Background: an optimization exercise with open tools, aiming at small area and a short achievable clock period. Do not read the settings as production practice. At most, simulation tests tie the RTL to the original design; equivalence was not proved. Power figures rest on the tool's default switching activity, not on a simulated workload.

job 6361:
## radix3_fft
module radix3_fft(
    input clk,
    input rst,
    input in_valid,
    input [31:0] a_re,
    input [31:0] a_img,
    input [31:0] b_re,
    input [31:0] b_img,
    input [31:0] c_re,
    input [31:0] c_img,
    output out_valid,
    output [31:0] ao_re,
    output [31:0] ao_img,
    output [31:0] bo_re,
    output [31:0] bo_img,
    output [31:0] co_re,
    output [31:0] co_img
    );
export LEC_CHECK = 0
export CAP_MARGIN = 20
export CORE_MARGIN = 2
export CORE_UTILIZATION = 60
export PLACE_DENSITY = 0.75
export SETUP_SLACK_MARGIN = 1.7
export SLEW_MARGIN = 20
create_clock -name core_clock -period 5.0 [get_ports {clk}]
run.sh (not shown) runs the stock make flow with config.mk's settings and CLKGATE_MAP_FILE= SYNTH_SCRIPT=/design/flow/synth_recipe.tcl, a recipe that flattens the netlist after the stock synthesis.
The final layout from job 6361, which completed every stage, passed the timing, DRC and antenna checks at the end of the flow.
For job 8431, these inputs were changed with respect to job 6361:
- SETUP_SLACK_MARGIN changed from 1.7 to 1.5
- PLACE_DENSITY removed (was 0.75)
- CORE_UTILIZATION changed from 60 to 40
## What came out
Comparing final setup slack of the worst path for job 6361 and job 8431, the bigger number came from job 8431. For job 8431, the first element of the critical path was P1R.C4.g_reg.r[44], unlike job 6361, where it was P1R.C4.g_reg.r[59]. Total combinational power, job 6361 and job 8431, higher one = job 6361. [job 8431] via count fell 4.3% relative to job 6361. In job 8431, final period demand of the worst path is lower than in job 6361. Going from job 6361 to job 8431, routed wire length shrank by a few percent. Re clock network power: job 8431 is about 5% up on job 6361. Diff job 6361 -> job 8431: count of clock-buffer cells in the layout up about 9%; total power down about 0.5%; layout buffering overhead excluding clock cells down 0.24 points.
What job 3593 does differently from job 8431 at the input level:
- ABC_AREA now 1, previously not set
Notes after the runs:
Job 3593 consumes more power than job 8431 does. Summary of job 3593 over job 8431: initial cell density of the core ~0 delta; global-route total usage across every layer +1.3 points. Looking at most common cell after layout, fill and taps aside, the nand2_1 result is from job 3593; the dfxtp_1 one comes from job 8431. What job 8431 reported for leakage power of the design has to be multiplied by 1.08 to get the figure for job 3593.
No functional check of the RTL was part of any run of this note.

## before
radix3_fft, a different RTL version from the one above (not shown whole).
For scale: ~3200 flip-flops, about 130000 sq um of cells after synthesis.
make LEC_CHECK=0 CAP_MARGIN=20 CORE_MARGIN=2 CORE_UTILIZATION=40 CTS_CLUSTER_DIAMETER=80 CTS_CLUSTER_SIZE=24 PLACE_DENSITY=0.7 SETUP_SLACK_MARGIN=2.5 SLEW_MARGIN=20 SYNTH_HIERARCHICAL=1 finish   # period 5.0 ns
> inputs changed (before -> after)
- CTS_CLUSTER_SIZE now 16, was 24
- CTS_BUF_LIST now sky130_fd_sc_hd__clkbuf_8, previously not set
- CTS_CLUSTER_DIAMETER now 60, was 80
--- outcome ---
As far as cell area after layout is concerned, after and before perform about the same.
Looking at via count across both flows, after is the weaker of the two, with before ahead.
Worst setup slack for after: 0.037 ns down relative to before
Re simple-gate area share of the yosys netlist: no difference whatsoever between before and after.
No run of this note included a check of the RTL's function; only the layout flow was run.

radix3_fft, a different RTL version from the one above (not shown whole).
Size: about 12000 cells after synthesis, ~390 I/O pins, roughly 130000 um^2 of cells after synthesis.
make LEC_CHECK=0 CAP_MARGIN=20 CORE_MARGIN=2 CORE_UTILIZATION=40 SETUP_SLACK_MARGIN=1.7 SLEW_MARGIN=20 finish   # period 5.0 ns
Edit:
Settings changed: SETUP_SLACK_MARGIN 1.7 to 2.1.
Outcome: Register-to-register slack improved by 0.14 ns. Sequential share of layout area went down by 0.66 points. Via count rose by 0.45%. Routed wire length rose by 1.1%. Synthesized area does not change. Clock skew came out higher by 0.022 ns. Worst hold slack loses 0.038 ns. Cell area went up by 1.7%. Die area does not change. Synthesized cell count does not change. Global-route usage stays flat.

Setup of v45:
Another version of the RTL of radix3_fft (not shown whole).
For scale: about 390 I/O pins, ~0.13 mm^2 of cells after synthesis.
clock: 5.0 ns
lec_check: 0
cap_margin: 20
core_margin: 2
core_utilization: 55
cts_buf_list: sky130_fd_sc_hd__clkbuf_8
cts_cluster_diameter: 70
cts_cluster_size: 20
place_density: 0.7
setup_slack_margin: 2.5
slew_margin: 20
synth_hierarchical: 1
v45 ended with every stage complete and zero timing, DRC or antenna violations.
The following lists how v46 was set up differently from v45:
- swapping 2.5 for 2.55 in SETUP_SLACK_MARGIN
- swapping 20 for 16 in CTS_CLUSTER_SIZE
- swapping 70 for 60 in CTS_CLUSTER_DIAMETER
[summary]
v46 reached the end of the flow, and the finished layout is clean on the timing, DRC and antenna checks. v46 against v45; number of nets in the finished design is up slightly. Looking at beginning of the critical path, the P3R.gC1.C1.g_reg.r[35]$_DFF_P_ result is from v45; the P3I.F.gC2.C2.g_reg.r[43]$_DFF_P_ one comes from v46. v46 vs v45 on maximum number of buffers from clock root to sink: v46 is the higher one. Going from v45 to v46, cell count up 108, total instance count after detailed placement flat. Between v45 and v46, the flow reports number of gates resized after CTS increasing by a few percent. Re tightest hold margin: v45 and v46 aren't equal, and the higher value belongs to v45. Routed length per instance: v46 vs v45 up 2.0%. On share of cell area taken by multi-input logic gates, the lower figure sits with v46, not v45. From v45 to v46 the numbers moved as follows: minimum setup slack in the final design dropped 0.038 ns; area of the multi-input gates climbed 0.50%; met1 track demand over resource in global routing climbed 0.64 points.
Input changes introduced in v23 (baseline for comparison: v46):
- a change of CTS_CLUSTER_DIAMETER from 60 to 50
- a change of CTS_CLUSTER_SIZE from 16 to 12
- a change of SETUP_SLACK_MARGIN from 2.55 to 2.5
### Flow results
Per the final summary, v23 finished and its layout is clean on timing, DRC and antenna.
Diff v46 -> v23: via count of the first global-routing pass picked up an extra about 1%, delay of the slowest critical-path stage rose 0.26 ns.
Setup slack on v23 is behind v46.
Relative to v46, v23 degrades clock skew.
For v24, these inputs were changed with respect to v23:
- swapping 12 for 16 in CTS_CLUSTER_SIZE
- swapping 50 for 60 in CTS_CLUSTER_DIAMETER
- swapping 0.7 for 0.75 in PLACE_DENSITY
- swapping 55 for 65 in CORE_UTILIZATION
[summary]
- Timing, DRC, antenna: 0 failures across v24 and v23
- On minimum clock period, v24 does better than v23.
- Compared with v23, v24 has extra setup slack.
- v24 vs. v23: layout cell share with drive strength beyond 1 fell 1.2 points, critical path depth fell 6.
- Sort v24 and v23 by first-iteration DRC count, ascending, and v23 comes first.
- Relative to v23, routability congestion estimate from global placement increased by 0.011 in v24.

radix3_fft, a different RTL version from the one above (not shown whole).
Size: about 12000 cells after synthesis, about 3200 flip-flops, roughly 390 I/O pins, about 120000 µm² of cells after synthesis.
export LEC_CHECK = 0
export CAP_MARGIN = 20
export CORE_MARGIN = 2
export CORE_UTILIZATION = 40
export SETUP_SLACK_MARGIN = 2.3
export SLEW_MARGIN = 20
create_clock -name core_clock -period 5.0 [get_ports {clk}]
Then changed:
Settings changed: CTS_CLUSTER_DIAMETER set to 100, CTS_CLUSTER_SIZE set to 30.
=> Hold slack gets better by 0.021 ns; core utilization decreases by 2.1 points; via count came out lower by about 2%; critical path depth is unchanged.
Then changed:
Settings changed: CTS_CLUSTER_DIAMETER 100 to 80, CTS_CLUSTER_SIZE 30 to 24, SETUP_SLACK_MARGIN 2.3 to 2.4.
What happened:
- The new run ran to the end with no violations
- final area is higher by 1.8%
- register-to-register slack gets better by 0.05 ns
- non-clock buffer count rose by 71
- power came out higher by 3.0%

radix3_fft, a different RTL version from the one above (not shown whole).
Size: ~12000 cells after synthesis, about 2700 flip-flops, ~390 I/O pins.
export LEC_CHECK = 0
export CAP_MARGIN = 20
export CORE_MARGIN = 2
export CORE_UTILIZATION = 40
export SLEW_MARGIN = 20
create_clock -name core_clock -period 5.0 [get_ports {clk}]
The starting point ran to the end with no violations.
==> next run, changes <==
SETUP_SLACK_MARGIN = 2.0   (was unset)
Outcome: The new run passed the timing, DRC and antenna checks. Total power increases by 13%. Sequential power is higher by about 1%. Clock power rose by about 2%. Global-route usage rose by 0.89 points. Combinational power goes up by 27%. Synthesized cell count is unchanged. Area after synthesis stays the same.
Function was not checked in any run of this note: the RTL went through the layout flow alone.

RTL: one of the versions met above, not the one the previous note started from.
Size in the first run: roughly 12000 cells after synthesis, ~3200 flip-flops, about 390 I/O pins.
make LEC_CHECK=0 CAP_MARGIN=20 CORE_MARGIN=2 CORE_UTILIZATION=40 CTS_CLUSTER_DIAMETER=80 CTS_CLUSTER_SIZE=24 SETUP_SLACK_MARGIN=2.2 SLEW_MARGIN=20 finish   # period 5.0 ns
Change:
Settings changed: SETUP_SLACK_MARGIN 2.2 to 2.3.
Result: Power climbs by 1.2%. Design area grows by 0.95%. Non-clock buffer count rose by 55. Sequential cell count is unchanged.
Change:
Settings changed: CTS_CLUSTER_DIAMETER 80 to unset, CTS_CLUSTER_SIZE 24 to unset, SETUP_SLACK_MARGIN 2.3 to 2.5.
=>
- The changed run finished with timing, DRC and antenna clean
- first-iteration DRC count went up by 0.98%
- sequential cell count stays the same
- hold slack degrades by 0.022 ns
- final area rose by 6.5%
- maximum frequency drops by 2.6%
- area after synthesis does not change
- power rises by 13%
- setup slack degrades by 0.076 ns
- die area does not change
- cell count climbs by 3.2%
- synthesized cell count stays the same
Change:
Settings changed: SETUP_SLACK_MARGIN 2.5 to 2.1.
The new run ran to the end with no violations.
Design area goes down by 3.3%.
Global-route usage goes down by 0.25 points.
Via count goes down by 2.1%.
Area after synthesis does not change.
Worst hold slack gets better by 0.016 ns.

## job 1919
RTL: one of the versions met above, not the one the previous note started from.
Size in the first run: ~12000 cells after synthesis, about 390 I/O pins, ~0.13 mm^2 of cells after synthesis.
clock: 5.0 ns
lec_check: 0
cap_margin: 20
core_margin: 2
core_utilization: 55
cts_buf_list: sky130_fd_sc_hd__clkbuf_8 sky130_fd_sc_hd__clkbuf_16
cts_cluster_diameter: 60
cts_cluster_size: 16
place_density: 0.7
setup_slack_margin: 2.5
slew_margin: 20
synth_hierarchical: 1
diff inputs: job 1919 => job 1815
Settings: CTS_BUF_LIST no longer set, was sky130_fd_sc_hd__clkbuf_8 sky130_fd_sc_hd__clkbuf_16; CTS_CLUSTER_DIAMETER now 80, was 60; CORE_UTILIZATION now 40, was 55; CTS_CLUSTER_SIZE now 24, was 16.
[summary]
Count of filler cells inserted in the layout: job 1815 and job 1919 compared, lower one is job 1919. Compare job 1815 and job 1919 | total power lower: job 1815. after synthesis and placement, the instance count of job 1815 is above that of job 1919. Going from job 1919 to job 1815, the share of power burned in combinational logic was found to have gone up by 0.6 points. On job 1815: sequential power is about 0.9% lower than what job 1919 gave.
Input-level comparison between job 5357 and job 1815:
Settings: CORE_UTILIZATION: 40 -> 48; CTS_BUF_LIST: unset -> sky130_fd_sc_hd__clkbuf_8; CTS_CLUSTER_DIAMETER: 80 -> 60; CTS_CLUSTER_SIZE: 24 -> 16.
[summary]
~same post-synthesis to final-layout area growth in job 5357 and job 1815
Job 5357: utilization is 8.9 points higher than what job 1815 reported.
On data arrival time at the worst-slack endpoint: job 5357 sits below job 1815.
Cmp job 5357 and job 1815 / maximum vdd drop / lower: job 5357
The power of job 5357 was inferior to that of job 1815.
Run comparison: job 1815 type of the worst setup path flop to flop; job 5357 type of the worst setup path flop to output port
Summary: die area, job 5357 better than job 1815
Compared with job 1815, job 5357 shows global-route usage higher by 5.2 points.
The clock period minus worst slack of job 5357 is lower than that of job 1815.
The run showing the smaller initial antenna violation count is job 1815.
What job 8334 does differently from job 5357 at the input level:
Settings: SETUP_SLACK_MARGIN: 2.5 -> 2.45; CORE_UTILIZATION: 48 -> 40.
==> run summary <==
From job 5357 to job 8334 the numbers moved as follows: detailed-route wire length on metal 1 decreased about 4%, via count decreased about 2%, well tap count increased 757, register-to-register slack decreased 0.03 ns, switching power total decreased about 1.8%. On finished layout cell area, job 8334 and job 5357 are neck and neck. Relative contribution of sequential cells to total power delta (job 8334 -> job 5357): insignificant. Comparing job 8334 and job 5357, via count of the first global-routing pass is lower on job 8334.
## Diff of input files: job 4197 against job 8334
Settings: SETUP_SLACK_MARGIN changed from 2.45 to 2.5.
Notes after the runs:
Side by side, post-cts gate resize count turned out higher in job 4197 than in job 8334. Job 4197 does worse than job 8334 on total power. For job 4197, the library cell contributing the largest single delay on the critical path was sky130_fd_sc_hd__dfxtp_2, unlike job 8334, where it was sky130_fd_sc_hd__dfxtp_1. Share of total power consumed by net switching was higher in the run labelled job 8334. Where headroom to the max-slew limit is concerned, job 8334 is outperformed by job 4197. Job 4197 vs job 8334 — number of buffers inserted during clock tree synthesis dropped slightly. Diff job 4197..job 8334 | number of filler instances in the final layout | negligible. Diff job 8334 -> job 4197: ratio of final minimum period to clock period went down; number of vias in the routed layout roughly the same; design area higher; flip-flop and latch count now sits at about the same level.
diff inputs: job 4197 => job 1536
Settings: clearing CTS_BUF_LIST, which used to be sky130_fd_sc_hd__clkbuf_8; swapping 40 for 55 in CORE_UTILIZATION; swapping 2.5 for 2.55 in SETUP_SLACK_MARGIN.
Job 1536 — first-iteration DRC count 139 lower, job 4197 as reference
Diff job 4197 -> job 1536 | length of routed met2 wiring | increase of about 15%
Changes observed in job 1536 relative to job 4197: setup slack increased 0.079 ns, layout overhead on the synthesized area increased 1.5 points, number of buffers and inverters on the critical path decreased 1.
When job 1536 is set beside job 4197, its utilization turns out to be 18 points larger.
Job 1536 against job 4197; design area is up slightly.
Sequential power: job 1536 higher than job 4197

radix3_fft, a different RTL version from the one above (not shown whole).
Size: ~390 I/O pins, roughly 130000 um2 of cells after synthesis.
make LEC_CHECK=0 CAP_MARGIN=20 CORE_MARGIN=2 CORE_UTILIZATION=40 CTS_CLUSTER_DIAMETER=80 CTS_CLUSTER_SIZE=24 PLACE_DENSITY=0.7 SETUP_SLACK_MARGIN=2.3 SLEW_MARGIN=20 SYNTH_HIERARCHICAL=1 finish   # period 5.0 ns
The first run finished clean.
==> next run, changes <==
- SETUP_SLACK_MARGIN: 2.3 -> 2.5
Result: The changed run ran to the end with no violations; cell count is higher by 0.49%; routed wire length is higher by 0.52%; worst hold slack improves by 0.0032 ns; power is higher by 1.0%; global-route usage is higher by 0.14 points; worst setup slack improves by 0.051 ns; clock-buffer cell count is lower by 3; final area is higher by 0.90%; synthesized area does not change.

==> static timing again, ports no longer ideal <==
The results above use ideal ports. As a check the final layouts listed here were re-extracted and re-timed, cells and wires unchanged. Step 1 assumes that a clkbuf_16 drives the clock port and a buf_2 every other input. Step 2 moves the port delays by t, midway between the first and last clock arrival at a register: inputs arrive t later, outputs are due t later. That takes back most of the time a late clock gives input paths. Three values: no drivers, after step 1, after step 2; two values: the first two.
run | shift t [ns] | setup WS [ns] | worst data-port slew with drivers (ns)
job 6361 | 1.020 | 1.618 / 1.618 / 0.843 | 0.08
job 8431 | 0.973 | 1.629 / 1.629 / 0.766 | 0.07
job 3593 | 1.008 | 1.628 / 1.628 / 1.487 | 0.16
before | 0.973 | 2.432 / 2.432 / 1.738 | 0.10
after | 1.142 | 2.395 / 2.360 / 1.733 | 0.12
the first run of note 3 | 0.994 | 1.752 / 1.752 / 1.111 | 0.15
the second run of note 3 | 0.990 | 1.890 / 1.890 / 1.355 | 0.17
v45 | 1.111 | 2.491 / 2.405 / 1.702 | 0.12
v46 | 1.149 | 2.453 / 2.361 / 1.662 | 0.13
v23 | 1.159 | 2.447 / 2.363 / 1.713 | 0.12
v24 | 1.124 | 2.470 / 2.380 / 1.703 | 0.07
the first run of note 5 | 1.005 | 2.210 / 2.210 / 1.437 | 0.14
the second run of note 5 | 0.949 | 2.086 / 2.086 / 1.471 | 0.14
the third run of note 5 | 0.978 | 2.140 / 2.140 / 1.575 | 0.10
the first run of note 6 | 0.972 | 0.255 / 0.255 / -0.183 | 0.08
the second run of note 6 | 0.971 | 0.615 / 0.615 / 0.615 | 0.16
the first run of note 7 | 0.960 | 2.160 / 2.160 / 1.348 | 0.15
the second run of note 7 | 0.981 | 2.183 / 2.183 / 1.472 | 0.14
the third run of note 7 | 0.998 | 2.107 / 2.107 / 1.619 | 0.17
the fourth run of note 7 | 1.004 | 2.061 / 2.061 / 1.281 | 0.14
job 1919 | 0.986 | 2.522 / 2.488 / 1.731 | 0.12
job 1815 | 0.978 | 2.448 / 2.448 / 1.735 | 0.09
job 5357 | 1.103 | 2.494 / 2.402 / 1.694 | 0.12
job 8334 | 1.150 | 2.455 / 2.359 / 1.731 | 0.10
job 4197 | 1.142 | 2.469 / 2.372 / 1.733 | 0.09
job 1536 | 1.008 | 2.548 / 2.518 / 1.704 | 0.13
the first run of note 9 | 0.967 | 2.350 / 2.350 / 1.601 | 0.18
the second run of note 9 | 0.945 | 2.401 / 2.401 / 1.806 | 0.09
With both steps, setup timing fails in the first run of note 6, where it was met with ideal ports. For job 8431, which loses most, drivers alone change the setup slack by 0.000 ns; drivers and shift together by -0.863 ns.
